From an optimization exercise on the open Yosys and OpenROAD flow, aimed at small area and a short achievable clock period; shortcuts taken in it are not production practice.
Where RTL was checked, it was by simulation tests only, not by an equivalence proof against the original.
For runs 6 and 7, only the layout was checked, not whether the RTL still works.
Power and IR drop assume default switching activity.

==> design.v <==
module  fir(
	input clk,
	input rst_n,
	input enable,
	input [2:0] tap,		 
	input [15:0] data_in,
	output [17:0] data_out,
	output complete
);
reg [15:0] d1, d2;		 
reg v1, v2, v3, done;		 
reg [5:2] ld;			 
reg [15:0] h1, h2;		 
reg [2:0] h2c;			 
reg [15:0] h3, h4, h5;		 
reg [17:0] s3, c3;		 
reg [17:0] result;
always @(posedge clk) begin
	d1 <= data_in;
	d2 <= d1;
end
always @(posedge clk or negedge rst_n) begin
	if (!rst_n) begin
		v1 <= 1'b0;
		v2 <= 1'b0;
		v3 <= 1'b0;
		done <= 1'b0;
		ld <= 4'b0;
	end else begin
		v1 <= enable;
		v2 <= v1;
		v3 <= v2;
		done <= v3;
		ld[2] <= v1 & (tap > 3'd2);
		ld[3] <= v1 & (tap > 3'd3);
		ld[4] <= v1 & (tap > 3'd4);
		ld[5] <= v1 & (tap > 3'd5);
	end
end
wire [12:0] h1x3_lo = {1'b0, h1[11:0]} + {h1[10:0], 1'b0};
wire [4:0] h1x3_c4 = {1'b0, h1[3:0]} + {h1[2:0], 1'b0};
wire [8:0] h1x3_c8 = {1'b0, h1[7:0]} + {h1[6:0], 1'b0};
wire [2:0] h1c = {h1x3_lo[12], h1x3_c8[8], h1x3_c4[4]};
wire [3:0] t0 = h2[3:0] + {h2[2:0], 1'b0};
wire [3:0] t1 = h2[7:4] + h2[6:3] + h2c[0];
wire [3:0] t2 = h2[11:8] + h2[10:7] + h2c[1];
wire [3:0] t3 = h2[15:12] + h2[14:11] + h2c[2];
wire [15:0] h2x3 = {t3, t2, t1, t0};
always @(posedge clk or negedge rst_n) begin
	if (!rst_n) begin
		h1 <= 0;
		h2 <= 0;
		h2c <= 0;
		h3 <= 0;
		h4 <= 0;
		h5 <= 0;
	end else begin
		if (v2) h1 <= d2;
		if (ld[2]) begin
			h2 <= h1;
			h2c <= h1c;
		end
		if (ld[3]) h3 <= h2x3;
		if (ld[4]) h4 <= h3;
		if (ld[5]) h5 <= h4;
	end
end
wire [17:0] o0 = {2'b0, d2};
wire [17:0] o1 = {2'b0, h1[14:0], 1'b0};
wire [17:0] o2 = {2'b0, h2[14:0], 1'b0};
wire [17:0] o3 = {2'b0, h3};
wire [17:0] o4 = {2'b0, h4};
wire [17:0] o5 = {2'b0, h5};
wire [17:0] a_s = o0 ^ o1 ^ o2;
wire [17:0] a_c = ((o0 & o1) | (o0 & o2) | (o1 & o2)) << 1;
wire [17:0] b_s = o3 ^ o4 ^ o5;
wire [17:0] b_c = ((o3 & o4) | (o3 & o5) | (o4 & o5)) << 1;
wire [17:0] e_s = a_s ^ a_c ^ b_s;
wire [17:0] e_c = ((a_s & a_c) | (a_s & b_s) | (a_c & b_s)) << 1;
wire [17:0] f_s = e_s ^ e_c ^ b_c;
wire [17:0] f_c = ((e_s & e_c) | (e_s & b_c) | (e_c & b_c)) << 1;
always @(posedge clk) begin
	s3 <= f_s;
	c3 <= f_c;
end
always @(posedge clk or negedge rst_n) begin
	if (!rst_n)
		result <= 0;
	else if (v3)
		result <= s3 + c3;
end
assign data_out = result;
assign complete = done;
endmodule
==> flow/run.sh <==
#!/bin/bash
# The standard ORFS layout (same make targets and settings as standard.sh),
# with these changes: port buffers are buf_2 cells instead of the delay
# cells buffer_ports picks by itself; Yosys synth runs with -noabc, so its generic abc pass does not run before extract_fa.
# Each tool's output goes to a log file here.
set -euo pipefail
W=$(pwd)
make -C "$FLOW_HOME" DESIGN_CONFIG="$W/config.mk" WORK_HOME="$W/orfs" CLKGATE_MAP_FILE= \
  SYNTH_SCRIPT="$W/synth_recipe.tcl" \
  BUFFER_PORTS_ARGS="-buffer_cell sky130_fd_sc_hd__buf_2" SYNTH_ARGS=-noabc CTS_ARGS="-sink_clustering_enable -repair_clock_nets -buf_list sky130_fd_sc_hd__clkbuf_8 -dont_use_dummy_load" \
  finish > "$W/make.log" 2>&1
R="$W/orfs/results/$FLOW_PLATFORM/fir/base"
: # left out here: write the final layout as DEF
==> standard.sh <==
#!/bin/bash
# synth_recipe.tcl (not shown) runs the flow's synth.tcl, then flattens the netlist and writes it again
# the make line also repeats each setting of config.mk as NAME=value (left out here)
make -C /OpenROAD-flow-scripts/flow DESIGN_CONFIG=/design/flow/config.mk WORK_HOME=/design/flow/orfs CLKGATE_MAP_FILE= SYNTH_SCRIPT=/design/flow/synth_recipe.tcl "${@:-finish}"
==> config.mk <==
export PLATFORM = sky130hd
export DESIGN_NAME = fir
export DESIGN_NICKNAME = fir
export VERILOG_FILES = /design/flow/design.v
export SDC_FILE = /design/flow/constraint.sdc
export NUM_CORES = 4
export LEC_CHECK = 0
export CAP_MARGIN = 20
export CORE_MARGIN = 2
export CORE_UTILIZATION = 40
export CTS_BUF_LIST = sky130_fd_sc_hd__clkbuf_8
export SETUP_SLACK_MARGIN = 1.5
export SLEW_MARGIN = 20
export TNS_END_PERCENT = 5
==> constraint.sdc <==
create_clock -name core_clock -period 4.0 [get_ports {clk}]
set_input_delay 0.8000 -clock core_clock [delete_from_list [all_inputs] [get_ports {clk}]]
set_output_delay 0.8000 -clock core_clock [all_outputs]
set_load 0.01 [all_outputs]
==> impl_results.md, run 1 <==
* Synth area leaders: dfrtp_1 35%, fa_1 18%, dfxtp_1 17%
* Initial DRC Count at 174
* Clk buf depth at 2
* CTS clk-pin slew, worst paths at 100 ps
* HPWL Detailed at 9952 um
* Crit start category: flip-flop
* Tcrit/Tclk final at 57.08%
* CP Data Arrival Time at 2600 ps
* Die width at 143.5 um
* Pleak at 3.612 nW
* Nets at 697
* Sum Neg Setup Slack at 0 ps
* Dominant cell type by area after synthesis: dfrtp_1
* RSZ-0062 raised after global routing: false
* Drt wl/cell at 15.89 um
* Setup repair bufs after CTS at 0
* Rows at 51
* Sequential share of the synthesized area at 51.76%
* Slew Limit Fails at 0
* Biggest regs: result: 18 flops, s3: 17 flops
* Drt first pass iters at 4
* Vias at 4043
* Max FFs per register at 18
* Synth cell count leaders: 109 x dfrtp_1, 88 x mux2_2, 69 x fa_1
* IO Port Bufs at 40
* Ports at 41
* Routed vias/inst at 4.842
* Synthesis-stage register bit count at 174
* Gr ovfl total at 0
* Post-synth EDFFs at 0
* Vias in the first global route at 4428
* Post-synthesis async set-or-reset flop share at 62.64%
* Yosys warning total at 1
* Comb pwr share at 47.8%
* DIE HEIGHT at 143.5 um
* Core area at 19270 um2
* PD cells at 852.6 nW/um2
* Drt drc at 0
* Worst-margin pin slew at 1010 ps
* Worst Skew at 28.33 ps
* Status: finished clean
* Max cap viols at 0
* CTS Sinks at 174
* Syn nets at 650
* GRT Total Usage at 14.27%
* Global-route wire length before repair at 22430 um
* CP required at 4320 ps
* Worst IR Drop VDD at 0.3072 mV
* Starting Density at 40.39%
* Post-Syn Area per Cell at 14.83 um2
* Sequential power share at 39.7%
* Clk root buf: clkbuf_8
* Type of the worst setup path: flip-flop to flip-flop
* Synth top area share at 35.04%
* Final wirelength at 13270 um
* Final core occ at 44.14%
* Sw power at 2.699 mW
* Post-Syn Area at 7784 um2
* Area Growth Syn to Fin at 9.291%
* Final hold violations at 0
* Initial antenna violation count at 0
* Min Tclk post-route at 2283 ps
* CTS Hold Buffers Added at 0
* Crit end category: flip-flop
* Post-DRT Antenna Nets at 0
* Worst slack, placed at 1759 ps
* Most common cell in the synthesized netlist: dfrtp_1
* HP Class: flip-flop to flip-flop
* Pin count of the biggest net entering global routing at 62
* # resized after CTS at 0
* CTS buffer count at 17
* Largest register by flop count: result
* Final-layout fill cell count at 1782
* Worst-Skew Late Latency at 450 ps
* Sw frac at 37.22%
* Prevailing post-synth register cell: dfrtp_1
* Clock power frac at 12.5%
* Layout cells sized above 1 at 26.84%
* Worst Path Max Fanout at 5
* F_max at 438.0 MHz
* Final worst slack at 1717 ps
* Worst slew margin at 32.67%
* CTS tree: yes
* Finish-stage setup viols at 0
* Htree depth at 4
* Netlist cell types at 39
* Die Area at 20590 um2
* Cell internal pwr at 4.554 mW
* Non-Filler Instances at 835
* Post-Synthesis Cells at 525
* Dpl cells at 818
* Final GP Congestion at 0.8736
* # diodes at 0
## through the flow
stage / power [mW] / instance area [um2] / hold WS, ps
2_1_floorplan: 5.404 / 7784 / 309.6
3_3_place_gp: 6.290 / 8273 / 310.2
3_5_place_dp: 6.470 / 8273 / 312.8
4_1_cts: 7.394 / 8507 / 313.1
5_1_grt: 7.976 / 8507 / 332.9
6_report: 7.253 / 8507 / 310.3
## power groups by stage
stage,logic (mW),clock network [mW],registers [mW]
after floorplan,2.56,0,2.84
after global placement,3.40,0,2.89
after detailed placement,3.54,0,2.93
after CTS,3.55,0.951,2.89
after global routing,3.98,1.02,2.97
final,3.47,0.905,2.88
## layout make-up
cell class | instances | area (um2) | area share [%]
inverters | 3 | 11.26 | 0.1324
well taps | 265 | 331.6 | 3.898
repair buffers | 42 | 217.7 | 2.559
flip-flops and latches | 174 | 4029 | 47.36
multi-input cells | 334 | 3684 | 43.30
clock buffers | 17 | 234.0 | 2.750
## worst max-delay path, cell delays in order, from the launching register on
cell	delay, ps
dfxtp_1	310
ha_1	230
fa_1	410
a21o_1	200
a311o_2	440
a31oi_1	210
xnor2_1	80
mux2_2	260
## cells in the final DEF, fill, tap and decap left out, types with 3 or more instances in the layout
cell	n
clkbuf_8	17
inv_1	3
buf_2	39
dfrtp_1	109
nor2_1	17
nand2_1	14
and3_1	5
o21a_1	4
dfxtp_1	65
fa_1	69
a21oi_1	29
a31oi_1	3
buf_4	3
o21ai_0	7
a21o_1	10
o311ai_0	3
nand4_1	5
ha_1	34
xnor2_1	20
mux2_2	88
and2_1	3
## logic make-up after synthesis
group | count (synthesis) | share of synthesized area [%]
DFF | 174 | 51.76
adders and majority gates | 103 | 23.21
muxes | 88 | 12.73
AOI/OAI and AO/OA | 70 | 5.835
and+or+nand+nor | 53 | 3.295
xor gates and xnor gates | 20 | 2.250
buffers and inverters | 17 | 0.9163
## routing by layer
layer	vias to the layer above	wire, um	track usage (%)
met3	23	333	2.866
met1	2053	6650	19.57
met2	60	6000	22.41
met5	-	0	0
met4	0	285	5.676
li1	1907	-	-
## path summary, 6_finish.rpt
check	from	end	slack (ps)	depth (start not counted)
worst max register to register	s3[2]	result[12]	1720	7
max in group asynchronous	rst_n	h3[4]	2680	2
worst min register to register	d1[13]	d2[13]	310	0
worst max-delay path	s3[2]	result[12]	1720	7
worst min-delay path	d1[13]	d2[13]	310	0
min in group asynchronous	rst_n	h2[14]	440	1
==> run 2, diff against run 1 <==
--- a/config.mk
+++ b/config.mk
@@ -11,3 +11,4 @@
 export CTS_BUF_LIST = sky130_fd_sc_hd__clkbuf_8
-export SETUP_SLACK_MARGIN = 1.5
+export PLACE_DENSITY = 0.8
+export SETUP_SLACK_MARGIN = 1.9
 export SLEW_MARGIN = 20
==> run 2 against run 1 <==
Still clean; combinational power is essentially flat; setup slack better by 180 ps; register-to-register slack improved by 180 ps; clock-buffer cell count unchanged; maximum frequency grew 8.7%; die area stayed put; routed wire length down 7.6%; sequential power barely moved; largest power group unchanged.
==> impl_results.md, run 2 <==
* Status: finished clean
* Die Area at 20590 um2
* RSZ-0062 raised after global routing: true
* Post-DRT Antenna Nets at 0
* GRT Total Usage at 13.10%
* Synth area leaders: dfrtp_1 35%, fa_1 18%, dfxtp_1 17%
* PD cells at 841.5 nW/um2
* Finish-stage setup viols at 0
* # diodes at 0
* Post-Syn Area at 7784 um2
* Final core occ at 44.40%
* Most common cell in the synthesized netlist: dfrtp_1
* CTS buffer count at 17
* Initial antenna violation count at 0
* Tcrit/Tclk final at 52.52%
* Synthesis-stage register bit count at 174
* Final wirelength at 12260 um
* Synth top area share at 35.04%
* Worst IR Drop VDD at 0.3189 mV
* Placed cell areas at 8273 um2
* Post-synthesis async set-or-reset flop share at 62.64%
* Sequential share of the synthesized area at 51.76%
* Final instance area at 8556 um2
* Dpl cells at 818
* Dominant cell type by area after synthesis: dfrtp_1
* Area Growth Syn to Fin at 9.918%
* Pleak at 3.624 nW
* CP required at 4300 ps
* Yosys warning total at 1
* Tot Pwr at 7.200 mW
* Prevailing post-synth register cell: dfrtp_1
* Type of the worst setup path: flip-flop to flip-flop
* Core area at 19270 um2
* Non-Filler Instances at 839
* Largest register by flop count: result
* Drt first pass iters at 4
* Pin count of the biggest net entering global routing at 53
* Min Tclk post-route at 2101 ps
* Max cap viols at 0
* Crit end category: flip-flop
* Post-Synthesis Cells at 525
* CP Data Arrival Time at 2400 ps
* Nets at 701
* Gr ovfl total at 0
* Synth cell count leaders: 109 x dfrtp_1, 88 x mux2_2, 69 x fa_1
* Commonest non-fill, non-tap cell in the layout: dfrtp_1
* Commonest non-fill, non-tap cells in the layout: 103 x dfrtp_1, 88 x mux2_2, 68 x fa_1
* Worst Path Max Fanout at 4
* Post-synth EDFFs at 0
* Sum Neg Setup Slack at 0 ps
* DIE HEIGHT at 143.5 um
* Starting Density at 40.39%
* Clk buf depth at 2
* Drt drc at 0
* Layout cells sized above 1 at 28.92%
* Vias at 4040
* Final GP Congestion at 0.8276
* Slew Limit Fails at 0
* Global-route wire length before repair at 20980 um
* Crit start category: flip-flop
* Syn nets at 650
* Initial DRC Count at 183
* Ports at 41
* Worst-Skew Late Latency at 450 ps
* Clk root buf: clkbuf_8
* Max FFs per register at 18
* Vias in the first global route at 4279
* Netlist cell types at 39
* Worst-margin pin slew at 853.9 ps
* Post-Syn Area per Cell at 14.83 um2
* Worst Skew at 18.39 ps
* Rows at 51
* IO Port Bufs at 40
* Htree depth at 4
* Die width at 143.5 um
* F_max at 476.0 MHz
* HP Class: flip-flop to flip-flop
* Final hold violations at 0
* Routed vias/inst at 4.815
* Drt wl/cell at 14.62 um
* Worst slew margin at 43.07%
* HPWL Detailed at 9293 um
* CTS clk-pin slew, worst paths at 80 ps
* Biggest regs: result: 18 flops, s3: 17 flops
* CTS Sinks at 174
* CTS tree: yes
## run 2: repair_timing
action                                  4_1_cts  5_1_grt
buffers inserted                              2        2
resized for setup                             3        7
endpoints found under the setup margin        8       19
pin swaps                                     3        2
hold buffers                                  0        0
## run 2: area by class of cell
class / instances / area (um2)
Fill cell: 1732 / 10720
Sequential cell: 174 / 4036
Multi-Input combinational cell: 334 / 3695
Tap cell: 265 / 331.6
Timing Repair Buffer: 46 / 247.7
Clock buffer: 17 / 234.0
Inverter: 3 / 11.26
## run 2: logic make-up (layout without fill, tap and decap cells)
logic type	Yosys count	in the layout	synth area share, %
flip-flops	174	174	51.76
adder cells (fa/ha/maj)	103	103	23.21
multiplexers	88	88	12.73
AO/OA/AOI/OAI	70	70	5.835
AND/OR/NAND/NOR	53	53	3.295
XOR/XNOR	20	20	2.250
buffers and inverters	17	66	0.9163
## run 2: stage by stage
stage	hold slack [ps]	setup WS [ps]
floorplan	309.6	1868
global placement	310.6	1790
detailed placement	312.1	1748
CTS	330.0	1864
global route	338.3	1844
finish	327.0	1899
## run 2: routing by layer
| layer | GRT usage, % | routed length (um) | vias up |
|---|---|---|---|
| li1 | - | - | 1921 |
| met1 | 17.25 | 5817 | 2045 |
| met2 | 20.80 | 5790 | 59 |
| met3 | 3.565 | 466 | 15 |
| met4 | 4.954 | 187 | 0 |
| met5 | 0 | 0 | - |
## run 2: power by group
part	internal, mW	leakage, nW	switching (mW)
clock	0.375	0.122	0.510
combinational	1.75	1.68	1.69
sequential	2.43	1.82	0.449
## run 2: critical path: stages, from the launching register on
cell,delay (ps)
dfxtp_1,310
ha_2,200
fa_2,350
a21o_1,200
a311o_2,370
and4_2,230
o21ai_0,150
o311ai_0,140
## run 2: final timing paths
path | from | endpoint | slack, ps | cells after the start
worst max-delay path | s3[2] | result[14] | 1900 | 7
worst min-delay path | d1[1] | d2[1] | 330 | 0
worst max register to register | s3[2] | result[14] | 1900 | 7
worst min register to register | d1[1] | d2[1] | 330 | 0
max in group asynchronous | rst_n | h2[2] | 2710 | 2
min in group asynchronous | rst_n | h1[14] | 380 | 1
==> run 3, diff against run 2 <==
--- a/config.mk
+++ b/config.mk
@@ -11,3 +11,2 @@
 export CTS_BUF_LIST = sky130_fd_sc_hd__clkbuf_8
-export PLACE_DENSITY = 0.8
 export SETUP_SLACK_MARGIN = 1.9
==> run 3 against run 2 <==
Global-route usage is 1.1 points higher; largest power group unchanged; non-clock buffer count is 2 lower; still clean; power is 1.1% higher; die area stayed put; sequential cell count stayed put.
==> impl_results.md, run 3 <==
* Placed cell areas at 8273 um2
* Worst Path Max Fanout at 2
* Synth top area share at 35.04%
* Crit start category: flip-flop
* CTS clk-pin slew, worst paths at 80 ps
* Most common cell in the synthesized netlist: dfrtp_1
* Comb pwr share at 48.2%
* Final GP Congestion at 0.8797
* Sequential power share at 39.6%
* Tcrit/Tclk final at 52.63%
* Yosys warning total at 1
* Tot Pwr at 7.282 mW
* Type of the worst setup path: flip-flop to flip-flop
* Initial DRC Count at 132
* IO Port Bufs at 40
* Die Area at 20590 um2
* Worst slack, placed at 1758 ps
* Final hold violations at 0
* Initial antenna violation count at 0
* Pin count of the biggest net entering global routing at 62
* Post-synth EDFFs at 0
* Top layer in use: met4
* Netlist cell types at 39
* Sw power at 2.703 mW
* Area Growth Syn to Fin at 9.757%
* CP required at 4300 ps
* Worst-Skew Late Latency at 440 ps
* WL met1 at 6529 um
* Commonest non-fill, non-tap cell in the layout: dfrtp_1
* Vias in the first global route at 4408
* Post-synthesis async set-or-reset flop share at 62.64%
* Largest register by flop count: result
* Worst Skew at 25.54 ps
* Die width at 143.5 um
* Prevailing post-synth register cell: dfrtp_1
* Slew Limit Fails at 0
* CTS buffer count at 17
* Clk buf depth at 2
* Finish-stage setup viols at 0
* Crit end category: flip-flop
* Synth cell count leaders: 109 x dfrtp_1, 88 x mux2_2, 69 x fa_1
* Min Tclk post-route at 2105 ps
* Drt first pass iters at 5
* RSZ-0062 raised after global routing: true
* Status: finished clean
* Dominant cell type by area after synthesis: dfrtp_1
* Starting Density at 40.39%
* # diodes at 0
* Gr ovfl total at 0
* Post-Syn Area per Cell at 14.83 um2
* Met2 WL at 6152 um
* Final core occ at 44.33%
* Post-DRT Antenna Nets at 0
* Drt wl/cell at 15.89 um
* Max cap viols at 0
* F_max at 475.0 MHz
* Vias at 4062
* Sum Neg Setup Slack at 0 ps
* Drt drc at 0
* CTS Sinks at 174
* HP Class: flip-flop to flip-flop
* Biggest regs: result: 18 flops, s3: 17 flops
* Non-Filler Instances at 837
* Post-Syn Area at 7784 um2
* Post-Synthesis Cells at 525
* PD cells at 852.4 nW/um2
* HPWL Detailed at 9906 um
* Cell internal pwr at 4.579 mW
* Htree depth at 4
* Layout cells sized above 1 at 28.50%
* Final worst slack at 1895 ps
* DIE HEIGHT at 143.5 um
* CTS tree: yes
* Final instance area at 8543 um2
* Synth area leaders: dfrtp_1 35%, fa_1 18%, dfxtp_1 17%
* CP Data Arrival Time at 2410 ps
* Clock power frac at 12.3%
* Max FFs per register at 18
* Rows at 51
* Sw frac at 37.11%
* Syn nets at 650
* Dpl cells at 818
* Sequential share of the synthesized area at 51.76%
* Synthesis-stage register bit count at 174
* Worst slew margin at 29.35%
* Metal3 WL at 376 um
* Min Hold Slack at 317.6 ps
* Pleak at 3.618 nW
* Ports at 41
* Worst IR Drop VDD at 0.2927 mV
* Final wirelength at 13300 um
* Nets at 699
* CTS Hold Buffers Added at 0
* Clk root buf: clkbuf_8
* Global-route wire length before repair at 22360 um
* Routed vias/inst at 4.853
* Worst-margin pin slew at 1060 ps
* GRT Total Usage at 14.18%
* Commonest non-fill, non-tap cells in the layout: 105 x dfrtp_1, 88 x mux2_2, 68 x fa_1
* Core area at 19270 um2
[run 3: repair_timing]
action / CTS / global route
endpoints found under the setup margin: 11 / 24
hold endpoints to repair: 0 / 0
pin swaps: 4 / 0
resized for setup: 4 / 6
buffers inserted: 2 / 0
[run 3: worst max-delay path, stage by stage, from the launching register on]
cell,delay [ps]
dfrtp_2,430
fa_1,540
fa_1,580
fa_1,420
[run 3: cell type report]
cell class | count | area (um2)
inverters | 3 | 11.26
repair buffers | 44 | 232.7
clock buffers | 17 | 234.0
well taps | 265 | 331.6
flip-flops and latches | 174 | 4034
fillers | 1793 | 10730
multi-input cells | 334 | 3700
[run 3: per-layer routing]
metal  up-vias  track usage, %
li1       1917               -
met2        67           22.68
met3        16           2.732
met5         -               0
met1      2062           19.23
met4         0           5.470
[run 3: cells by family after synthesis]
logic type,synth area share [%]
muxes,12.73
adders and majority gates,23.21
DFF,51.76
and+or+nand+nor,3.295
buffers and inverters,0.9163
AOI/OAI and AO/OA,5.835
xor gates and xnor gates,2.250
[run 3: worst paths after layout]
kind | startpoint | to | slack, ps | cells past startpoint
setup / recovery | h1[9] | s3[10] | 1890 | 3
setup reg to reg | h1[9] | s3[10] | 1890 | 3
hold / removal | d1[14] | d2[14] | 320 | 0
min in group asynchronous | rst_n | h4[14] | 450 | 1
max in group asynchronous | rst_n | h1[4] | 2680 | 2
hold reg to reg | d1[14] | d2[14] | 320 | 0
[run 3: power by group through the flow]
stage,clock network [mW],registers (mW),logic (mW)
CTS,0.944,2.90,3.57
finish,0.892,2.88,3.51
global route,1.00,2.98,4.05
global placement,0,2.89,3.40
detailed placement,0,2.93,3.53
floorplan,0,2.84,2.56
==> run 4, diff against run 3 <==
--- a/config.mk
+++ b/config.mk
@@ -9,3 +9,3 @@
 export CORE_MARGIN = 2
-export CORE_UTILIZATION = 40
+export CORE_UTILIZATION = 60
 export CTS_BUF_LIST = sky130_fd_sc_hd__clkbuf_8
==> run 4 against run 3 <==
Final cell count shrank 10%; design area shrank 0.54%; synthesized area is the same; global-route usage grew 6.3 points.
==> impl_results.md, run 4 <==
* Status: finished clean
* Global-route wire length before repair at 21760 um
* Synthesis-stage register bit count at 174
* CP required at 4310 ps
* Non-Filler Instances at 752
* Vias at 4134
* HPWL Detailed at 9362 um
* Gr ovfl total at 0
* Clk root buf: clkbuf_8
* Min Tclk post-route at 2102 ps
* RSZ-0062 raised after global routing: true
* Sequential power share at 39.5%
* # diodes at 0
* F_max at 475.7 MHz
* Dominant cell type by area after synthesis: dfrtp_1
* Prevailing post-synth register cell: dfrtp_1
* Multi-input logic area at 3691 um2
* Reg2Reg Launch Point: h1[14]
* Die width at 117.9 um
* Syn nets at 650
* Register area at 4040 um2
* CTS clk-pin slew, worst paths at 90 ps
* Sw power at 2.694 mW
* CP max-delay cell: fa_1
* Cell internal pwr at 4.589 mW
* Post-Syn Area per Cell at 14.83 um2
* Post-synthesis async set-or-reset flop share at 62.64%
* HP Class: flip-flop to flip-flop
* Comb pwr share at 48.4%
* CP dominant cell by count: fa_1
* Sequential share of the synthesized area at 51.76%
* Htree depth at 4
* Yosys warning total at 1
* PD cells at 857.1 nW/um2
* Final wirelength at 13060 um
* Routed vias/inst at 5.497
* Top layer in use: met4
* Clk buf depth at 2
* Clock power frac at 12.1%
* Initial DRC Count at 187
* Pin count of the biggest net entering global routing at 71
* Starting Density at 61.68%
* Ports at 41
* Synth top area share at 35.04%
* Max FFs per register at 18
* Area Growth Syn to Fin at 9.163%
* Synth cell count leaders: 109 x dfrtp_1, 88 x mux2_2, 69 x fa_1
* Commonest non-fill, non-tap cell in the layout: dfrtp_1
* Slew Limit Fails at 0
* Biggest regs: result: 18 flops, s3: 17 flops
* CP peak stage delay at 580 ps
* Type of the worst setup path: flip-flop to flip-flop
* Worst Path Max Fanout at 3
* Layout cells sized above 1 at 30.17%
* Largest register by flop count: result
* Sw frac at 36.99%
* Worst IR Drop VDD at 0.3979 mV
* Worst-margin pin slew at 1050 ps
* Dpl cells at 725
* DIE HEIGHT at 117.9 um
* Crit start category: flip-flop
* Initial antenna violation count at 0
* Tcrit/Tclk final at 52.55%
* Post-Syn Area at 7784 um2
* Max cap viols at 0
* Most common cell in the synthesized netlist: dfrtp_1
* Finish-stage setup viols at 0
* Crit end category: flip-flop
* Worst Skew at 25.57 ps
* Pleak at 3.652 nW
* CTS tree: yes
* CTS Sinks at 174
* Final-layout fill cell count at 968
* Synth area leaders: dfrtp_1 35%, fa_1 18%, dfxtp_1 17%
* Sum Neg Setup Slack at 0 ps
* Final GP Congestion at 0.8640
* Vias in the first global route at 4355
* Core area at 12620 um2
* Drt drc at 0
* Post-Synthesis Cells at 525
* Metal3 WL at 495 um
* Drt wl/cell at 17.36 um
* Min-delay src: d1[1]
* CTS Hold Buffers Added at 0
* Drt first pass iters at 4
* Met2 WL at 5730 um
* Die Area at 13900 um2
* Nets at 707
* Netlist cell types at 39
* Worst slew margin at 30.02%
* Rows at 41
* CTS buffer count at 17
* Post-DRT Antenna Nets at 0
* GRT Total Usage at 20.47%
* IO Port Bufs at 40
* Worst-Skew Late Latency at 450 ps
* Commonest non-fill, non-tap cells in the layout: 100 x dfrtp_1, 88 x mux2_2, 67 x fa_1
* Setup crit start: h1[14]
* Post-synth EDFFs at 0
* Critical path cell sequence: fa_1 -> fa_1 -> fa_1
* WL met1 at 6725 um
* CP Data Arrival Time at 2420 ps
* Final hold violations at 0
run 4: changes by cell type in the layout (fill, tap and decap cells not counted), sizes merged:
cell,previous run,this run
buf,44,52
run 4: timing repair:
item / CTS / global route
pin swaps: 3 / 8
buffers inserted: 2 / 8
endpoints found under the setup margin: 12 / 24
resized for setup: 6 / 6
endpoints found under the hold margin: 0 / 0
run 4: through the flow:
stage / area (um2) / power (mW) / worst slack (ps) / util [%] / hold slack [ps]
finish: 8497 / 7.283 / 1898 / 67.33 / 327.9
global route: 8497 / 8.003 / 1844 / 67.33 / 333.7
CTS: 8429 / 7.342 / 1887 / 66.80 / 329.9
detailed placement: 8169 / 6.408 / 1752 / 64.73 / 312.1
global placement: 8169 / 6.238 / 1791 / 64.73 / 309.9
floorplan: 7784 / 5.404 / 1868 / - / 309.6
run 4: power groups by stage:
stage	sequential [mW]	combinational, mW	clock (mW)
after floorplan	2.84	2.56	0
after global placement	2.89	3.35	0
after detailed placement	2.92	3.49	0
after CTS	2.89	3.53	0.919
after global routing	2.96	4.04	0.997
final	2.88	3.52	0.883
run 4: path summary, 6_finish.rpt:
check | end | slack [ps] | cells past startpoint
min | d2[1] | 330 | 0
min reg2reg | d2[1] | 330 | 0
min in group asynchronous | result[0] | 340 | 1
max | s3[15] | 1900 | 3
max in group asynchronous | h1[6] | 2870 | 2
max reg2reg | s3[15] | 1900 | 3
run 4: cell families (layout without fill, tap and decap cells):
logic type	after synthesis	in the layout	share of synthesized area, %
multiplexers	88	88	12.73
AND/OR/NAND/NOR	53	53	3.295
AO/OA/AOI/OAI	70	70	5.835
XOR/XNOR	20	20	2.250
adder cells (fa/ha/maj)	103	103	23.21
buffers and inverters	17	72	0.9163
flip-flops	174	174	51.76
run 4: area by class of cell:
| class | count | area share, % |
|---|---|---|
| Tap cell | 172 | 2.533 |
| Clock buffer | 17 | 2.754 |
| Timing Repair Buffer | 52 | 3.593 |
| Multi-Input combinational cell | 334 | 43.44 |
| Sequential cell | 174 | 47.55 |
| Inverter | 3 | 0.1325 |
run 4: critical path: cells and delay by family (launching register included):
kind | cells | cell delay [ps]
flip-flops | 1 | 420
adder cells (fa/ha/maj) | 3 | 1540
run 4: per-layer routing:
layer | up-vias | GRT usage [%]
li1 | 1929 | -
met1 | 2114 | 30.31
met2 | 83 | 29.43
met3 | 8 | 5.717
met4 | 0 | 6.852
met5 | - | 0
==> run 5, diff against run 4 <==
==> flow/run.sh (replaced) <==
#!/bin/bash
# The standard ORFS layout (same make targets and settings as standard.sh),
# with these changes: port buffers are buf_1 cells instead of the delay
# cells buffer_ports picks by itself; Yosys synth runs with -noabc, so its generic abc pass does not run before extract_fa.
# Each tool's output goes to a log file here.
set -euo pipefail
W=$(pwd)
make -C "$FLOW_HOME" DESIGN_CONFIG="$W/config.mk" WORK_HOME="$W/orfs" CLKGATE_MAP_FILE= \
  SYNTH_SCRIPT="$W/synth_recipe.tcl" \
  BUFFER_PORTS_ARGS="-buffer_cell sky130_fd_sc_hd__buf_1" SYNTH_ARGS=-noabc CTS_ARGS="-sink_clustering_enable -repair_clock_nets -buf_list sky130_fd_sc_hd__clkbuf_8 -dont_use_dummy_load" \
  finish > "$W/make.log" 2>&1
R="$W/orfs/results/$FLOW_PLATFORM/fir/base"
: # left out here: write the final layout as DEF
--- a/config.mk
+++ b/config.mk
@@ -9,3 +9,3 @@
 export CORE_MARGIN = 2
-export CORE_UTILIZATION = 60
+export CORE_UTILIZATION = 40
 export CTS_BUF_LIST = sky130_fd_sc_hd__clkbuf_8
==> run 5 against run 4 <==
Still clean; sequential cell count unchanged; combinational power is essentially flat; register-to-register slack worse by 20 ps; setup slack got worse by 17 ps; design area is essentially flat; synthesized area is the same; sequential power about the same; sequential share of layout area decreased by 0.14 points; highest routed layer unchanged.
==> impl_results.md, run 5 <==
* Ports at 41
* Area Growth Syn to Fin at 9.243%
* Post-synth EDFFs at 0
* CTS Hold Buffers Added at 0
* Initial DRC Count at 186
* Global-route wire length before repair at 22110 um
* Routed vias/inst at 4.862
* Finish-stage setup viols at 0
* Worst IR Drop VDD at 0.2794 mV
* Drt first pass iters at 6
* CTS tree: yes
* RSZ-0062 raised after global routing: true
* HPWL Detailed at 9636 um
* Max FFs per register at 18
* Sequential share of the synthesized area at 51.76%
* Commonest non-fill, non-tap cells in the layout: 107 x dfrtp_1, 88 x mux2_2, 68 x fa_1
* DIE HEIGHT at 143.5 um
* Hold depth at 0
* CP Data Arrival Time at 2440 ps
* HP Class: flip-flop to flip-flop
* Sum Neg Setup Slack at 0 ps
* Slew Limit Fails at 0
* Post-Syn Area per Cell at 14.83 um2
* Starting Density at 40.39%
* Commonest non-fill, non-tap cell in the layout: dfrtp_1
* CTS buffer count at 17
* CP required at 4330 ps
* Final wirelength at 13110 um
* CTS Sinks at 174
* Synth area leaders: dfrtp_1 35%, fa_1 18%, dfxtp_1 17%
* Worst slew margin at 31.63%
* Post-Syn Area at 7784 um2
* IO Port Bufs at 40
* Most common cell in the synthesized netlist: dfrtp_1
* Reg2reg end: result[10]
* Crit end category: flip-flop
* Reg-to-reg slack, setup at 1880 ps
* CP max-delay cell: fa_2
* Min-delay src: d1[1]
* Crit start category: flip-flop
* Core area at 19270 um2
* Max cap viols at 0
* Dominant cell type by area after synthesis: dfrtp_1
* Placed cell areas at 8229 um2
* Die width at 143.5 um
* Syn nets at 650
* Biggest regs: result: 18 flops, s3: 17 flops
* Hold EP: d2[1]
* Die Area at 20590 um2
* # diodes at 0
* Drt drc at 0
* Final-layout fill cell count at 1760
* Largest register by flop count: result
* Min Tclk post-route at 2119 ps
* Worst-Skew Late Latency at 440 ps
* R2R depth at 7
* Critical path cell sequence: ha_2 -> fa_2 -> a21o_1 -> a311o_2 -> a31oi_1 -> xnor2_1 -> mux2_2
* Synth top area share at 35.04%
* CTS clk-pin slew, worst paths at 90 ps
* CP peak stage delay at 360 ps
* Reg2Reg Launch Point: s3[2]
* Worst-margin pin slew at 1026 ps
* Rows at 51
* PD cells at 861.2 nW/um2
* Netlist cell types at 39
* Synth cell count leaders: 109 x dfrtp_1, 88 x mux2_2, 69 x fa_1
* Type of the worst setup path: flip-flop to flip-flop
* Clk root buf: clkbuf_8
* Prevailing post-synth register cell: dfrtp_1
* Layout cells sized above 1 at 21.37%
* Vias at 4065
* Vias in the first global route at 4317
* Drt wl/cell at 15.68 um
* Nets at 698
* Pleak at 3.512 nW
* Pin count of the biggest net entering global routing at 66
* Initial antenna violation count at 0
* Synthesis-stage register bit count at 174
* Post-DRT Antenna Nets at 0
* Post-Synthesis Cells at 525
* F_max at 471.9 MHz
* Yosys warning total at 1
* Worst Skew at 25.17 ps
* Worst Path Max Fanout at 4
* Tcrit/Tclk final at 52.98%
* Final hold violations at 0
* Htree depth at 4
* Status: finished clean
* Gr ovfl total at 0
* GRT Total Usage at 14.09%
* Clk buf depth at 2
* Final GP Congestion at 0.8573
* Post-synthesis async set-or-reset flop share at 62.64%
* Final instance area at 8503 um2
-- run 5: critical path, delay by kind of cell, from the launching register on --
kind | cells | cell delay (ps)
compound gates | 3 | 780
xor+xnor | 1 | 80
fa+ha+maj | 2 | 560
mux | 1 | 260
flops | 1 | 320
-- run 5: cell type report --
type / instances / area (um2) / share of cell area, %
clock buffers: 17 / 234.0 / 2.752
flip-flops and latches: 174 / 4031 / 47.41
inverters: 3 / 11.26 / 0.1324
multi-input cells: 334 / 3706 / 43.58
well taps: 265 / 331.6 / 3.899
repair buffers: 43 / 188.9 / 2.222
-- run 5: kinds of logic after synthesis --
kind of cell / Yosys count / share of synthesized area [%]
buffers and inverters: 17 / 0.9163
DFF: 174 / 51.76
adders and majority gates: 103 / 23.21
AOI/OAI and AO/OA: 70 / 5.835
xor gates and xnor gates: 20 / 2.250
muxes: 88 / 12.73
and+or+nand+nor: 53 / 3.295
-- run 5: stage by stage --
stage / hold slack, ps / power (mW) / utilization [%] / setup slack (ps) / std cells
after detailed placement: 312.1 / 6.436 / 42.70 / 1731 / 817
after CTS: 316.6 / 7.406 / 44.02 / 1862 / 835
final: 309.3 / 7.323 / 44.12 / 1881 / 836
after global placement: 310.9 / 6.283 / 42.70 / 1789 / 817
after floorplan: 309.6 / 5.404 / - / 1868 / 525
after global routing: 323.1 / 8.085 / 44.12 / 1828 / 836
-- run 5: repair_timing --
item / in CTS / in global routing
gates resized for setup: 5 / 5
buffers inserted: 1 / 1
pin swaps: 2 / 1
endpoints found under the setup margin: 10 / 23
-- run 5: per-layer routing --
metal / wire [um] / global-route usage, % / vias to the layer above
met2: 5850 / 21.03 / 61
met5: 0 / 0 / -
met4: 197 / 4.386 / 0
met1: 6703 / 20.29 / 2065
met3: 354 / 3.599 / 15
li1: - / - / 1924
-- run 5: worst max path at each step --
stage            from         end  slack (ps)  depth (start not counted)
6_report        s3[2]  result[10]        1880                          7
5_1_grt         s3[2]  result[10]        1830                          7
4_1_cts        h1[10]      s3[11]        1860                          3
3_5_place_dp    s3[2]  result[14]        1730                          6
3_3_place_gp    s3[2]  result[10]        1790                          7
2_1_floorplan   s3[2]  result[10]        1870                          7
-- run 5: power breakdown --
group	total (mW)	leakage [nW]	internal (mW)	switching, mW
combinational	3.54	1.57	1.78	1.76
clock	0.902	0.122	0.376	0.526
sequential	2.88	1.82	2.43	0.455
==> run 6, diff against run 5 <==
--- a/design.v
+++ b/design.v
@@ -13,3 +13,3 @@
 reg [15:0] h1, h2;		 
-reg [2:0] h2c;			 
+reg h2c;			 
 reg [15:0] h3, h4, h5;		 
@@ -39,11 +39,7 @@
 end
-wire [12:0] h1x3_lo = {1'b0, h1[11:0]} + {h1[10:0], 1'b0};
-wire [4:0] h1x3_c4 = {1'b0, h1[3:0]} + {h1[2:0], 1'b0};
-wire [8:0] h1x3_c8 = {1'b0, h1[7:0]} + {h1[6:0], 1'b0};
-wire [2:0] h1c = {h1x3_lo[12], h1x3_c8[8], h1x3_c4[4]};
-wire [3:0] t0 = h2[3:0] + {h2[2:0], 1'b0};
-wire [3:0] t1 = h2[7:4] + h2[6:3] + h2c[0];
-wire [3:0] t2 = h2[11:8] + h2[10:7] + h2c[1];
-wire [3:0] t3 = h2[15:12] + h2[14:11] + h2c[2];
-wire [15:0] h2x3 = {t3, t2, t1, t0};
+wire [8:0] h1x3_lo = {1'b0, h1[7:0]} + {h1[6:0], 1'b0};
+wire h1c = h1x3_lo[8];
+wire [7:0] t0 = h2[7:0] + {h2[6:0], 1'b0};
+wire [7:0] t1 = h2[15:8] + h2[14:7] + h2c;
+wire [15:0] h2x3 = {t1, t0};
 always @(posedge clk or negedge rst_n) begin
==> flow/run.sh (replaced) <==
#!/bin/bash
# The standard ORFS layout (same make targets and settings as standard.sh),
# with these changes: port buffers are buf_2 cells instead of the delay
# cells buffer_ports picks by itself; Yosys synth runs with -noabc, so its generic abc pass does not run before extract_fa.
# Each tool's output goes to a log file here.
set -euo pipefail
W=$(pwd)
make -C "$FLOW_HOME" DESIGN_CONFIG="$W/config.mk" WORK_HOME="$W/orfs" CLKGATE_MAP_FILE= \
  SYNTH_SCRIPT="$W/synth_recipe.tcl" \
  BUFFER_PORTS_ARGS="-buffer_cell sky130_fd_sc_hd__buf_2" SYNTH_ARGS=-noabc CTS_ARGS="-sink_clustering_enable -repair_clock_nets -buf_list sky130_fd_sc_hd__clkbuf_8 -dont_use_dummy_load" \
  finish > "$W/make.log" 2>&1
R="$W/orfs/results/$FLOW_PLATFORM/fir/base"
: # left out here: write the final layout as DEF
==> run 6 against run 5 <==
Still clean; synthesized area decreased by 0.37%; worst hold slack improved by 11 ps; sequential power decreased by 2%; global-route usage about the same; sequential share of layout area decreased by 0.38 points; via count decreased by 1.1%.
==> impl_results.md, run 6 <==
* Status: finished clean
* Pleak at 3.598 nW
* Initial DRC Count at 165
* Area Growth Syn to Fin at 9.132%
* Post-Synthesis Cells at 520
* Drt wl/cell at 15.84 um
* Synthesis-stage register bit count at 172
* Vias at 4019
* Initial antenna violation count at 0
* Final hold violations at 0
* Nets at 689
* CTS clk-pin slew, worst paths at 80 ps
* CTS tree: yes
* Sequential share of the synthesized area at 51.31%
* Post-Syn Area per Cell at 14.91 um2
* CTS buffer count at 17
* Vias in the first global route at 4252
* Syn nets at 642
* Clock power frac at 12.1%
* HP Class: flip-flop to flip-flop
* Rows at 50
* Dominant cell type by area after synthesis: dfrtp_1
* Yosys warning total at 1
* Final GP Congestion at 0.8370
* Sw frac at 37.64%
* Layout cells sized above 1 at 28.32%
* Pin count of the biggest net entering global routing at 54
* Worst-Skew Late Latency at 450 ps
* CP peak stage delay at 370 ps
* Worst Skew at 20.19 ps
* Final instance area at 8463 um2
* GRT Total Usage at 14.05%
* Drt first pass iters at 4
* Type of the worst setup path: flip-flop to flip-flop
* Min Tclk post-route at 2349 ps
* HPWL Detailed at 9784 um
* RSZ-0062 raised after global routing: true
* Critical path cell sequence: ha_1 -> fa_2 -> a211o_1 -> a211oi_2 -> o31ai_2 -> a221oi_2 -> xnor2_1 -> mux2_4
* Commonest non-fill, non-tap cell in the layout: dfrtp_1
* CP max-delay cell: fa_2
* Post-Syn Area at 7755 um2
* Slew Limit Fails at 0
* Worst-margin pin slew at 926.6 ps
* Starting Density at 41.05%
* CTS Sinks at 172
* Worst Path Max Fanout at 3
* Final wirelength at 13060 um
* Max cap viols at 0
* Crit start category: flip-flop
* Htree depth at 4
* Cell internal pwr at 4.668 mW
* Post-synthesis async set-or-reset flop share at 62.21%
* Post-synth EDFFs at 0
* Worst slew margin at 38.23%
* Tcrit/Tclk final at 58.73%
* Worst IR Drop VDD at 0.2831 mV
* Clk buf depth at 2
* Synth area leaders: dfrtp_1 35%, dfxtp_1 17%, fa_1 17%
* Netlist cell types at 44
* DIE HEIGHT at 143.2 um
* Gr ovfl total at 0
* Drt drc at 0
* Global-route wire length before repair at 21770 um
* Synth top area share at 34.53%
* Prevailing post-synth register cell: dfrtp_1
* Die Area at 20520 um2
* Ports at 41
* Post-DRT Antenna Nets at 0
* Die width at 143.2 um
* Synth cell count leaders: 107 x dfrtp_1, 89 x mux2_2, 65 x dfxtp_1, 65 x fa_1, 35 x ha_1
* Crit end category: flip-flop
* Max FFs per register at 18
* Core area at 18890 um2
* Most common cell in the synthesized netlist: dfrtp_1
* Sequential power share at 37.8%
* Finish-stage setup viols at 0
* IO Port Bufs at 40
* Sum Neg Setup Slack at 0 ps
* Commonest non-fill, non-tap cells in the layout: 106 x dfrtp_1, 89 x mux2_2, 65 x dfxtp_1
* Clk root buf: clkbuf_8
* CP Data Arrival Time at 2680 ps
* Placed cell areas at 8229 um2
* # diodes at 0
* F_max at 425.7 MHz
* Largest register by flop count: result
* Biggest regs: result: 18 flops, s3: 17 flops
* Routed vias/inst at 4.872
* Comb pwr share at 50.1%
* Setup repair bufs after CTS at 0
* PD cells at 884.5 nW/um2
* CP required at 4330 ps
* Sw power at 2.818 mW
[run 6: metal layers]
metal	vias to the layer above	wire length (um)	part of all wire, %	track usage, %
li1	1893	-	-	-
met5	-	0	0	0
met3	20	501	3.8	4.058
met4	0	226	1.7	5.212
met1	2039	6550	50	19.43
met2	67	5785	44	21.13
[run 6: power groups by stage]
stage,Combinational (mW),Clock [mW],Sequential [mW]
floorplan,2.74,0,2.81
global placement,3.71,0,2.85
detailed placement,3.80,0,2.89
CTS,3.81,0.949,2.85
global route,4.27,1.02,2.92
finish,3.75,0.906,2.83
[run 6: final cells by class]
type / count / area, um2
Sequential cell: 172 / 3980
Clock buffer: 17 / 234.0
Timing Repair Buffer: 42 / 217.7
Fill cell: 1732 / 10430
Inverter: 10 / 37.54
Tap cell: 260 / 325.3
Multi-Input combinational cell: 324 / 3669
[run 6: worst paths after layout]
check | startpoint | endpoint | slack (ps) | depth (start not counted)
setup / recovery | s3[2] | result[14] | 1650 | 8
hold / removal | d1[12] | d2[12] | 320 | 0
setup reg to reg | s3[2] | result[14] | 1650 | 8
hold reg to reg | d1[12] | d2[12] | 320 | 0
max in group asynchronous | rst_n | h5[6] | 2770 | 2
min in group asynchronous | rst_n | ld[5] | 380 | 1
[run 6: metrics by stage]
step                      power, mW  instances  hold WS (ps)  worst slack, ps  utilization (%)
after global routing          8.211        825         329.0             1515            44.79
after CTS                     7.610        825         322.3             1626            44.79
after detailed placement      6.687        808         312.1             1604            43.56
final                         7.486        825         320.1             1651            44.79
after global placement        6.564        808         311.4             1616            43.56
after floorplan               5.553        520         309.6             1769                -
[run 6: kinds of logic after synthesis]
logic type,Yosys count,share of synthesized area [%]
flip-flops,172,51.31
AO/OA/AOI/OAI,78,6.873
adder cells (fa/ha/maj),100,22.43
XOR/XNOR,24,2.711
multiplexers,90,13.12
AND/OR/NAND/NOR,32,2.033
buffers and inverters,24,1.533
[run 6: critical path, delay by kind of cell, from the launching register on]
family | cells | cell delay [ps]
adder cells (fa/ha/maj) | 2 | 590
multiplexers | 1 | 260
AO/OA/AOI/OAI | 4 | 1000
XOR/XNOR | 1 | 90
flip-flops | 1 | 310
[run 6: timing repair]
action / CTS / global route
gates resized for setup: 0 / 0
hold buffers: 0 / 0
pin swaps: 1 / 0
setup endpoints to repair: 15 / 29
==> run 7, diff against run 6 <==
--- a/design.v
+++ b/design.v
@@ -13,5 +13,5 @@
 reg [15:0] h1, h2;		 
-reg h2c;			 
+reg [2:0] h2c;			 
 reg [15:0] h3, h4, h5;		 
-reg [17:0] s3, c3;		 
+reg [17:0] p3, g3;		 
 reg [17:0] result;
@@ -39,7 +39,11 @@
 end
-wire [8:0] h1x3_lo = {1'b0, h1[7:0]} + {h1[6:0], 1'b0};
-wire h1c = h1x3_lo[8];
-wire [7:0] t0 = h2[7:0] + {h2[6:0], 1'b0};
-wire [7:0] t1 = h2[15:8] + h2[14:7] + h2c;
-wire [15:0] h2x3 = {t1, t0};
+wire [12:0] h1x3_lo = {1'b0, h1[11:0]} + {h1[10:0], 1'b0};
+wire [4:0] h1x3_c4 = {1'b0, h1[3:0]} + {h1[2:0], 1'b0};
+wire [8:0] h1x3_c8 = {1'b0, h1[7:0]} + {h1[6:0], 1'b0};
+wire [2:0] h1c = {h1x3_lo[12], h1x3_c8[8], h1x3_c4[4]};
+wire [3:0] t0 = h2[3:0] + {h2[2:0], 1'b0};
+wire [3:0] t1 = h2[7:4] + h2[6:3] + h2c[0];
+wire [3:0] t2 = h2[11:8] + h2[10:7] + h2c[1];
+wire [3:0] t3 = h2[15:12] + h2[14:11] + h2c[2];
+wire [15:0] h2x3 = {t3, t2, t1, t0};
 always @(posedge clk or negedge rst_n) begin
@@ -78,5 +82,17 @@
 always @(posedge clk) begin
-	s3 <= f_s;
-	c3 <= f_c;
+	p3 <= f_s ^ f_c;
+	g3 <= f_s & f_c;
 end
+wire [17:0] gg0 = g3;
+wire [17:0] pp0 = p3;
+wire [17:0] gg1 = gg0 | (pp0 & {gg0[16:0], 1'b0});
+wire [17:0] pp1 = pp0 & {pp0[16:0], 1'b0};
+wire [17:0] gg2 = gg1 | (pp1 & {gg1[15:0], 2'b0});
+wire [17:0] pp2 = pp1 & {pp1[15:0], 2'b0};
+wire [17:0] gg3 = gg2 | (pp2 & {gg2[13:0], 4'b0});
+wire [17:0] pp3 = pp2 & {pp2[13:0], 4'b0};
+wire [17:0] gg4 = gg3 | (pp3 & {gg3[9:0], 8'b0});
+wire [17:0] pp4 = pp3 & {pp3[9:0], 8'b0};
+wire [17:0] gg5 = gg4 | (pp4 & {gg4[1:0], 16'b0});
+wire [17:0] sum3 = p3 ^ {gg5[16:0], 1'b0};
 always @(posedge clk or negedge rst_n) begin
@@ -85,3 +101,3 @@
 	else if (v3)
-		result <= s3 + c3;
+		result <= sum3;
 end
==> flow/run.sh (replaced) <==
#!/bin/bash
# The standard ORFS layout (same make targets and settings as standard.sh),
# with these changes: port buffers are buf_2 cells instead of the delay
# cells buffer_ports picks by itself; Yosys synth runs with -noabc, and full and half adders map to xor2/maj3/and2 gates (flow/adders_fast2.v) instead of fa/ha cells.
# Each tool's output goes to a log file here.
set -euo pipefail
W=$(pwd)
make -C "$FLOW_HOME" DESIGN_CONFIG="$W/config.mk" WORK_HOME="$W/orfs" CLKGATE_MAP_FILE= \
  SYNTH_SCRIPT="$W/synth_recipe.tcl" \
  BUFFER_PORTS_ARGS="-buffer_cell sky130_fd_sc_hd__buf_2" SYNTH_ARGS=-noabc ADDER_MAP_FILE="$W/flow/adders_fast2.v" \
  finish > "$W/make.log" 2>&1
R="$W/orfs/results/$FLOW_PLATFORM/fir/base"
: # left out here: write the final layout as DEF
==> flow/adders_fast2.v (new file) <==
// $fa mapped to separate gates: SUM through two xor2, COUT through maj3;
// a half adder (one input tied to 0) to xor2 and and2.
(* techmap_celltype = "$fa" *)
module _tech_fa (A, B, C, X, Y);
  parameter WIDTH = 1;
  (* force_downto *)
  input [WIDTH-1 : 0] A, B, C;
  (* force_downto *)
  output [WIDTH-1 : 0] X, Y;

  parameter _TECHMAP_CONSTVAL_A_ = WIDTH'bx;
  parameter _TECHMAP_CONSTVAL_B_ = WIDTH'bx;
  parameter _TECHMAP_CONSTVAL_C_ = WIDTH'bx;

  genvar i;
  generate for (i = 0; i < WIDTH; i = i + 1) begin
    if (_TECHMAP_CONSTVAL_A_[i] === 1'b0 || _TECHMAP_CONSTVAL_B_[i] === 1'b0 || _TECHMAP_CONSTVAL_C_[i] === 1'b0) begin
      wire p, q;
      if (_TECHMAP_CONSTVAL_C_[i] === 1'b0) begin
        assign p = A[i]; assign q = B[i];
      end else if (_TECHMAP_CONSTVAL_B_[i] === 1'b0) begin
        assign p = A[i]; assign q = C[i];
      end else begin
        assign p = B[i]; assign q = C[i];
      end
      sky130_fd_sc_hd__xor2_1 hx (.A(p), .B(q), .X(Y[i]));
      sky130_fd_sc_hd__and2_1 ha (.A(p), .B(q), .X(X[i]));
    end else begin
      wire ab;
      sky130_fd_sc_hd__xor2_1 x1 (.A(A[i]), .B(B[i]), .X(ab));
      sky130_fd_sc_hd__xor2_1 x2 (.A(ab), .B(C[i]), .X(Y[i]));
      sky130_fd_sc_hd__maj3_1 m (.A(A[i]), .B(B[i]), .C(C[i]), .X(X[i]));
    end
  end endgenerate
endmodule
--- a/config.mk
+++ b/config.mk
@@ -13,2 +13 @@
 export SLEW_MARGIN = 20
-export TNS_END_PERCENT = 5
==> run 7 against run 6 <==
Register-to-register slack improved by 310 ps; core utilization is 2.0 points higher; non-clock buffer count is 41 higher; critical path type unchanged; combinational power up 29%; via count up 32%; global-route usage rose by 0.26 points; worst hold slack improved by 14 ps; die area up 9.9%; sequential cell count rose by 2; synthesized cell count increased by 40%; critical endpoint is now g3[3]; largest cell class is now multi-input combinational cells.
==> impl_results.md, run 7 <==
* Netlist cell types at 54
* # diodes at 0
* Vias in the first global route at 5271
* HPWL Detailed at 10850 um
* Worst-margin pin slew at 961.7 ps
* Initial antenna violation count at 0
* Clk buf depth at 2
* Comb pwr share at 53.0%
* Sum Neg Setup Slack at 0 ps
* Worst IR Drop VDD at 0.3253 mV
* DIE HEIGHT at 150.2 um
* Commonest non-fill, non-tap cells in the layout: 159 x xor2_1, 87 x dfrtp_1, 80 x mux2_2
* CP peak stage delay at 460 ps
* Post-Synthesis Cells at 728
* CTS clk-pin slew, worst paths at 100 ps
* Synth cell count leaders: 171 x xor2_1, 109 x dfrtp_1, 80 x mux2_2
* Non-Filler Instances at 1100
* CTS buffer count at 17
* Die Area at 22550 um2
* Initial DRC Count at 197
* GRT Total Usage at 14.32%
* IO Port Bufs at 40
* Global-route wire length before repair at 25630 um
* Dpl cells at 1028
* Synth top area share at 31.92%
* Nets at 834
* Worst-Skew Late Latency at 470 ps
* Prevailing post-synth register cell: dfrtp_1
* Status: finished clean
* CP max-delay cell: dfrtp_2
* CP delay by family, top: adder cells
* RSZ-0062 raised after global routing: true
* CP required at 4370 ps
* Rows at 53
* PD cells at 924.7 nW/um2
* CTS Sinks at 174
* Yosys warning total at 1
* Post-Syn Area at 8546 um2
* Sw frac at 40.73%
* Core area at 21020 um2
* Routed vias/inst at 4.822
* Vias at 5304
* Commonest non-fill, non-tap cell in the layout: xor2_1
* Post-synthesis async set-or-reset flop share at 62.64%
* Biggest regs: p3: 18 flops, result: 18 flops
* Sequential share of the synthesized area at 47.14%
* Setup crit start: h2[0]
* Tcrit/Tclk final at 50.87%
* Drt wl/cell at 14.03 um
* Dominant cell type by area after synthesis: dfrtp_1
* Worst slew margin at 35.89%
* Synth area leaders: dfrtp_1 32%, xor2_1 18%, dfxtp_1 15%
* Area Growth Syn to Fin at 14.99%
* Post-DRT Antenna Nets at 0
* Synthesis-stage register bit count at 174
* Final-layout fill cell count at 1914
* Most common cell in the synthesized netlist: xor2_1
* Drt first pass iters at 4
* Slew Limit Fails at 0
* Htree depth at 4
* F_max at 491.4 MHz
* Crit end category: flip-flop
* Post-Syn Area per Cell at 11.74 um2
* Final hold violations at 0
* Min-delay src: d1[2]
* Final wirelength at 15440 um
* Die width at 150.2 um
* Type of the worst setup path: flip-flop to flip-flop
* Ports at 41
* Crit start category: flip-flop
* Cell internal pwr at 5.385 mW
* Drt drc at 0
* Gr ovfl total at 0
* Final GP Congestion at 0.8222
* Clock power frac at 13.1%
* CP Data Arrival Time at 2410 ps
* Worst Path Max Fanout at 6
* Sw power at 3.701 mW
* Critical path cell sequence: maj3_1 -> xor2_1 -> xor2_1 -> buf_4 -> maj3_1 -> and2_1
* HP Class: flip-flop to flip-flop
* Reg2Reg Launch Point: h2[0]
* Pleak at 4.109 nW
* Syn nets at 750
* Finish-stage setup viols at 0
* Max cap viols at 0
* Post-synth EDFFs at 0
* Min Tclk post-route at 2035 ps
* Clk root buf: clkbuf_8
* Pin count of the biggest net entering global routing at 62
* Worst Skew at 12.72 ps
* CTS tree: yes
* Layout cells sized above 1 at 29.09%
* Sequential power share at 33.9%
* CP Buf/Inv Count at 1
* Starting Density at 40.65%
==> run 7: cell types whose count changed in the layout (fill, tap and decap cells not counted), moves of 7 or more <==
| cell | previous run | this run |
|---|---|---|
| xor2_1 | 3 | 159 |
| buf_4 | 3 | 44 |
| mux2_2 | 89 | 80 |
| and2_1 | 1 | 38 |
| xnor2_1 | 21 | 14 |
| xor2_2 | 0 | 12 |
| nor2_1 | 12 | 23 |
| dfrtp_1 | 106 | 87 |
| nand2_1 | 7 | 18 |
| dfrtp_2 | 1 | 22 |
| maj3_1 | 0 | 68 |
| fa_1 | 62 | 0 |
| ha_1 | 35 | 0 |
==> run 7: final timing paths <==
check	endpoint	slack (ps)	cells after the start
max	g3[3]	1970	6
min	d2[2]	330	0
max reg2reg	g3[3]	1970	6
min reg2reg	d2[2]	330	0
max in group asynchronous	h1[2]	2730	2
min in group asynchronous	h2[4]	410	1
==> run 7: timing repair <==
item	CTS	global route
setup buffers	0	40
pin swaps	0	34
hold buffers	0	0
resized for setup	2	32
endpoints found under the setup margin	4	28
==> run 7: cell families (layout without fill, tap and decap cells) <==
group,after synthesis,after routing,share of synthesized area (%)
compound gates,81,81,6.574
xor+xnor,185,185,18.96
flops,174,174,47.15
simple gates,111,111,6.999
mux,85,85,11.13
buf+inv,24,121,1.230
fa+ha+maj,68,68,7.965
==> run 7: power groups by stage <==
| stage | Clock (mW) | Sequential (mW) | Combinational, mW |
|---|---|---|---|
| 5_1_grt | 1.32 | 3.19 | 5.41 |
| 3_5_place_dp | 0 | 3.14 | 4.67 |
| 6_report | 1.19 | 3.08 | 4.82 |
| 4_1_cts | 1.25 | 3.10 | 4.69 |
| 2_1_floorplan | 0 | 2.98 | 3.99 |
| 3_3_place_gp | 0 | 3.09 | 4.57 |
==> run 7: per-layer routing <==
metal  vias to the layer above  track usage (%)  part of all wire [%]
met5                         -                0                     0
met4                         0            5.660                   1.8
met3                        22            3.000                   3.2
met2                        85            22.49                    46
met1                      2538            19.38                    49
li1                       2659                -                     -
==> run 7: through the flow <==
step / utilization (%) / area [um2] / setup WS (ps) / hold WS, ps / power [mW]
6_report: 46.75 / 9827 / 1965 / 333.9 / 9.087
5_1_grt: 46.75 / 9827 / 1854 / 341.8 / 9.920
4_1_cts: 44.77 / 9412 / 1904 / 334.7 / 9.031
3_5_place_dp: 42.97 / 9032 / 1912 / 312.1 / 7.806
3_3_place_gp: 42.97 / 9032 / 1991 / 309.8 / 7.652
2_1_floorplan: - / 8546 / 2122 / 309.6 / 6.965
==> run 7: area by class of cell <==
class | count | area, um2 | share of cell area (%)
multi-input cells | 530 | 4502 | 45.81
flip-flops and latches | 174 | 4056 | 41.28
repair buffers | 83 | 525.5 | 5.348
well taps | 275 | 344.1 | 3.501
clock buffers | 17 | 234.0 | 2.381
clock inverters | 15 | 142.6 | 1.451
inverters | 6 | 22.52 | 0.2292
==> run 8, diff against run 7 <==
--- a/design.v
+++ b/design.v
@@ -9,3 +9,3 @@
 );
-reg [15:0] d1, d2;		 
+reg [15:0] d1;			 
 reg v1, v2, v3, done;		 
@@ -15,8 +15,7 @@
 reg [15:0] h3, h4, h5;		 
+reg [17:0] e2s, e2c, b2c;	 
 reg [17:0] p3, g3;		 
 reg [17:0] result;
-always @(posedge clk) begin
+always @(posedge clk)
 	d1 <= data_in;
-	d2 <= d1;
-end
 always @(posedge clk or negedge rst_n) begin
@@ -33,6 +32,6 @@
 		done <= v3;
-		ld[2] <= v1 & (tap > 3'd2);
-		ld[3] <= v1 & (tap > 3'd3);
-		ld[4] <= v1 & (tap > 3'd4);
-		ld[5] <= v1 & (tap > 3'd5);
+		ld[2] <= enable & (tap > 3'd2);
+		ld[3] <= enable & (tap > 3'd3);
+		ld[4] <= enable & (tap > 3'd4);
+		ld[5] <= enable & (tap > 3'd5);
 	end
@@ -57,3 +56,3 @@
 	end else begin
-		if (v2) h1 <= d2;
+		if (v1) h1 <= d1;
 		if (ld[2]) begin
@@ -67,3 +66,3 @@
 end
-wire [17:0] o0 = {2'b0, d2};
+wire [17:0] o0 = {2'b0, d1};
 wire [17:0] o1 = {2'b0, h1[14:0], 1'b0};
@@ -79,4 +78,9 @@
 wire [17:0] e_c = ((a_s & a_c) | (a_s & b_s) | (a_c & b_s)) << 1;
-wire [17:0] f_s = e_s ^ e_c ^ b_c;
-wire [17:0] f_c = ((e_s & e_c) | (e_s & b_c) | (e_c & b_c)) << 1;
+always @(posedge clk) begin
+	e2s <= e_s;
+	e2c <= e_c;
+	b2c <= b_c;
+end
+wire [17:0] f_s = e2s ^ e2c ^ b2c;
+wire [17:0] f_c = ((e2s & e2c) | (e2s & b2c) | (e2c & b2c)) << 1;
 always @(posedge clk) begin
@@ -85,6 +89,4 @@
 end
-wire [17:0] gg0 = g3;
-wire [17:0] pp0 = p3;
-wire [17:0] gg1 = gg0 | (pp0 & {gg0[16:0], 1'b0});
-wire [17:0] pp1 = pp0 & {pp0[16:0], 1'b0};
+wire [17:0] gg1 = g3 | (p3 & {g3[16:0], 1'b0});
+wire [17:0] pp1 = p3 & {p3[16:0], 1'b0};
 wire [17:0] gg2 = gg1 | (pp1 & {gg1[15:0], 2'b0});
@@ -96,3 +98,3 @@
 wire [17:0] gg5 = gg4 | (pp4 & {gg4[1:0], 16'b0});
-wire [17:0] sum3 = p3 ^ {gg5[16:0], 1'b0};
+wire [17:0] sum = p3 ^ {gg5[16:0], 1'b0};
 always @(posedge clk or negedge rst_n) begin
@@ -101,3 +103,3 @@
 	else if (v3)
-		result <= sum3;
+		result <= sum;
 end
==> flow/run.sh (replaced) <==
#!/bin/bash
# The standard ORFS layout (the same make call and settings as
# standard.sh, including its synthesis script), with these changes:
#  - port buffers are buf_2 cells (buffer_ports picks delay cells by itself);
#  - Yosys synth runs with -noabc, so no generic abc pass runs before
#    extract_fa (fewer inverters around the adder cells);
#  - clock tree: clkbuf_8 buffers, sinks clustered in groups of up to 15,
#    and no dummy load cells.
# make's output goes to make.log and ORFS keeps each step's log under
# orfs/logs; write_def.log holds the DEF export.
set -euo pipefail
W=$(pwd)
make -C "$FLOW_HOME" DESIGN_CONFIG="$W/config.mk" WORK_HOME="$W/orfs" CLKGATE_MAP_FILE= \
  SYNTH_SCRIPT="$W/synth_recipe.tcl" \
  BUFFER_PORTS_ARGS="-buffer_cell sky130_fd_sc_hd__buf_2" \
  SYNTH_ARGS=-noabc \
  CTS_ARGS="-sink_clustering_enable -repair_clock_nets -buf_list sky130_fd_sc_hd__clkbuf_8 -dont_use_dummy_load -sink_clustering_size 15 -sink_clustering_max_diameter 100" \
  finish > "$W/make.log" 2>&1
R="$W/orfs/results/$FLOW_PLATFORM/fir/base"
: # left out here: write the final layout as DEF
--- a/config.mk
+++ b/config.mk
@@ -11,3 +11,4 @@
 export CTS_BUF_LIST = sky130_fd_sc_hd__clkbuf_8
-export SETUP_SLACK_MARGIN = 1.9
+export SETUP_SLACK_MARGIN = 2.25
 export SLEW_MARGIN = 20
+export TNS_END_PERCENT = 5
removed: flow/adders_fast2.v
==> run 8 against run 7 <==
Die area barely moved; setup slack improved by 180 ps; register-to-register slack better by 250 ps; routed wire length fell by 12%; sequential cell count up 33; synthesized area is essentially flat; clock power is 16% lower; clock-buffer cell count is the same.
==> impl_results.md, run 8 <==
* Status: finished clean
* CTS Sinks at 207
* Worst path depth at 1
* Max cap viols at 0
* Min Tclk post-route at 1851 ps
* Gr ovfl total at 0
* Htree depth at 1
* CTS tree: yes
* HP Class: primary input to async pin
* CP Buf/Inv Count at 1
* Vias in the first global route at 4563
* CP peak stage delay at 400 ps
* Worst slew margin at 37.20%
* GRT Total Usage at 12.72%
* Yosys warning total at 1
* Placed cell areas at 9032 um2
* Pleak at 3.913 nW
* Synthesis-stage register bit count at 207
* Netlist cell types at 50
* CP required at 3200 ps
* RSZ-0062 raised after global routing: true
* Reg-to-reg slack, setup at 2220 ps
* Post-Syn Area per Cell at 14.76 um2
* Drt first pass iters at 4
* Commonest non-fill, non-tap cell in the layout: dfrtp_1
* Worst-Skew Late Latency at 520 ps
* Initial antenna violation count at 0
* Starting Density at 40.65%
* Worst Path Max Fanout at 2
* PD cells at 762.0 nW/um2
* Slew Limit Fails at 0
* Drt drc at 0
* Routed vias/inst at 4.796
* Ports at 41
* Initial DRC Count at 139
* Final instance area at 9269 um2
* Worst Skew at 52.92 ps
* Post-Syn Area at 8544 um2
* Tcrit/Tclk final at 46.27%
* Final hold violations at 0
* F_max at 540.3 MHz
* Biggest regs: p3: 18 flops, result: 18 flops, e2s: 17 flops
* Critical path cell sequence: buf_2
* Core area at 21020 um2
* Sequential share of the synthesized area at 54.88%
* DIE HEIGHT at 150.2 um
* Type of the worst setup path: flip-flop to output port
* Post-Synthesis Cells at 579
* Layout cells sized above 1 at 25.32%
* HPWL Detailed at 10030 um
* Register area at 4691 um2
* Synth top area share at 31.92%
* Sum Neg Setup Slack at 0 ps
* Clk buf depth at 3
* Drt wl/cell at 15.15 um
* CP Data Arrival Time at 1050 ps
* CTS clk-pin slew, worst paths at 90 ps
* Final-layout fill cell count at 1885
* Final wirelength at 13560 um
* Area Growth Syn to Fin at 8.479%
* Worst IR Drop VDD at 0.2184 mV
* Dominant cell type by area after synthesis: dfrtp_1
* Syn nets at 704
* CP delay by family, top: flip-flops
* Nets at 747
* Min Hold Slack at 336.9 ps
* Commonest non-fill, non-tap cells in the layout: 108 x dfrtp_1, 98 x dfxtp_1, 82 x mux2_2
* IO Port Bufs at 40
* Reg2reg end: h3[5]
* Post-synth EDFFs at 0
* Crit path to: data_out[0]
* Crit end category: output port
* Global-route wire length before repair at 22980 um
* Prevailing post-synth register cell: dfrtp_1
* Most common cell in the synthesized netlist: dfrtp_1
* Rows at 53
* CP max-delay cell: dfrtp_1
* Clk root buf: clkbuf_8
* Die width at 150.2 um
* Synth area leaders: dfrtp_1 32%, dfxtp_1 23%, fa_1 16%
* CTS Hold Buffers Added at 0
* Reg2Reg Launch Point: h2[4]
* Pin count of the biggest net entering global routing at 110
* Vias at 4292
* Finish-stage setup viols at 0
* CTS buffer count at 17
* Die Area at 22550 um2
* Final core occ at 44.09%
* Setup crit start: result[0]
* Final GP Congestion at 0.7892
* Post-synthesis async set-or-reset flop share at 52.66%
* Post-DRT Antenna Nets at 0
* # diodes at 0
* R2R depth at 3
* Worst-margin pin slew at 942.0 ps
* Tot Pwr at 7.063 mW
* Crit start category: flip-flop
* Multi-input logic area at 3772 um2
* Synth cell count leaders: 109 x dfrtp_1, 98 x dfxtp_1, 82 x mux2_2
## run 8: layer usage
metal	up-vias	share of wire, %	track usage, %
met2	61	43	19.41
li1	2073	-	-
met1	2138	51	18.79
met5	-	0	0
met4	0	2.1	4.151
met3	20	3.1	1.818
## run 8: per-stage QoR
step / std cells / worst slack [ps]
finish: 895 / 2149
global route: 895 / 2080
CTS: 895 / 2100
detailed placement: 878 / 1713
global placement: 878 / 1786
floorplan: 579 / 2330
## run 8: where the power goes
part           leakage [nW]  total, mW  internal, mW  switching (mW)
sequential             2.10       3.67          2.97           0.695
combinational          1.69       2.39          1.29            1.10
clock                 0.122       1.00         0.384           0.618
## run 8: cells by family (layout without fill, tap and decap cells)
kind of cell               after synthesis  in the layout  synth area share (%)
DFF                                    207            207                 54.88
adders and majority gates              103            103                 21.06
muxes                                   86             86                 11.33
and+or+nand+nor                         77             77                 4.422
AOI/OAI and AO/OA                       72             72                 5.696
buffers and inverters                   18             59                0.9665
xor gates and xnor gates                16             16                 1.640
## run 8: cell type report
| class | count | share of cell area [%] |
|---|---|---|
| inverter | 1 | 0.05400 |
| tap | 275 | 3.712 |
| multi-input combinational | 354 | 40.70 |
| sequential | 207 | 50.61 |
| clock buffer | 17 | 2.524 |
| timing repair buffer | 41 | 2.403 |
## run 8: how the worst min path moves through the flow
stage,endpoint,cells past startpoint
floorplan,p3[0],0
global placement,p3[0],0
detailed placement,p3[0],0
CTS,d1[8],1
global route,d1[8],1
finish,result[1],2
## run 8: what timing repair did
action | 4_1_cts | 5_1_grt
resized for setup | 2 | 0
endpoints found under the setup margin | 30 | 36
setup buffers | 0 | 0

Check on run 8: ideal ports give 2.149 ns setup slack; a clkbuf_16 on the clock port and buf_2 on the inputs give 2.115 ns; moving port delays by the midpoint clock arrival (0.524 ns) as well gives 2.223 ns.
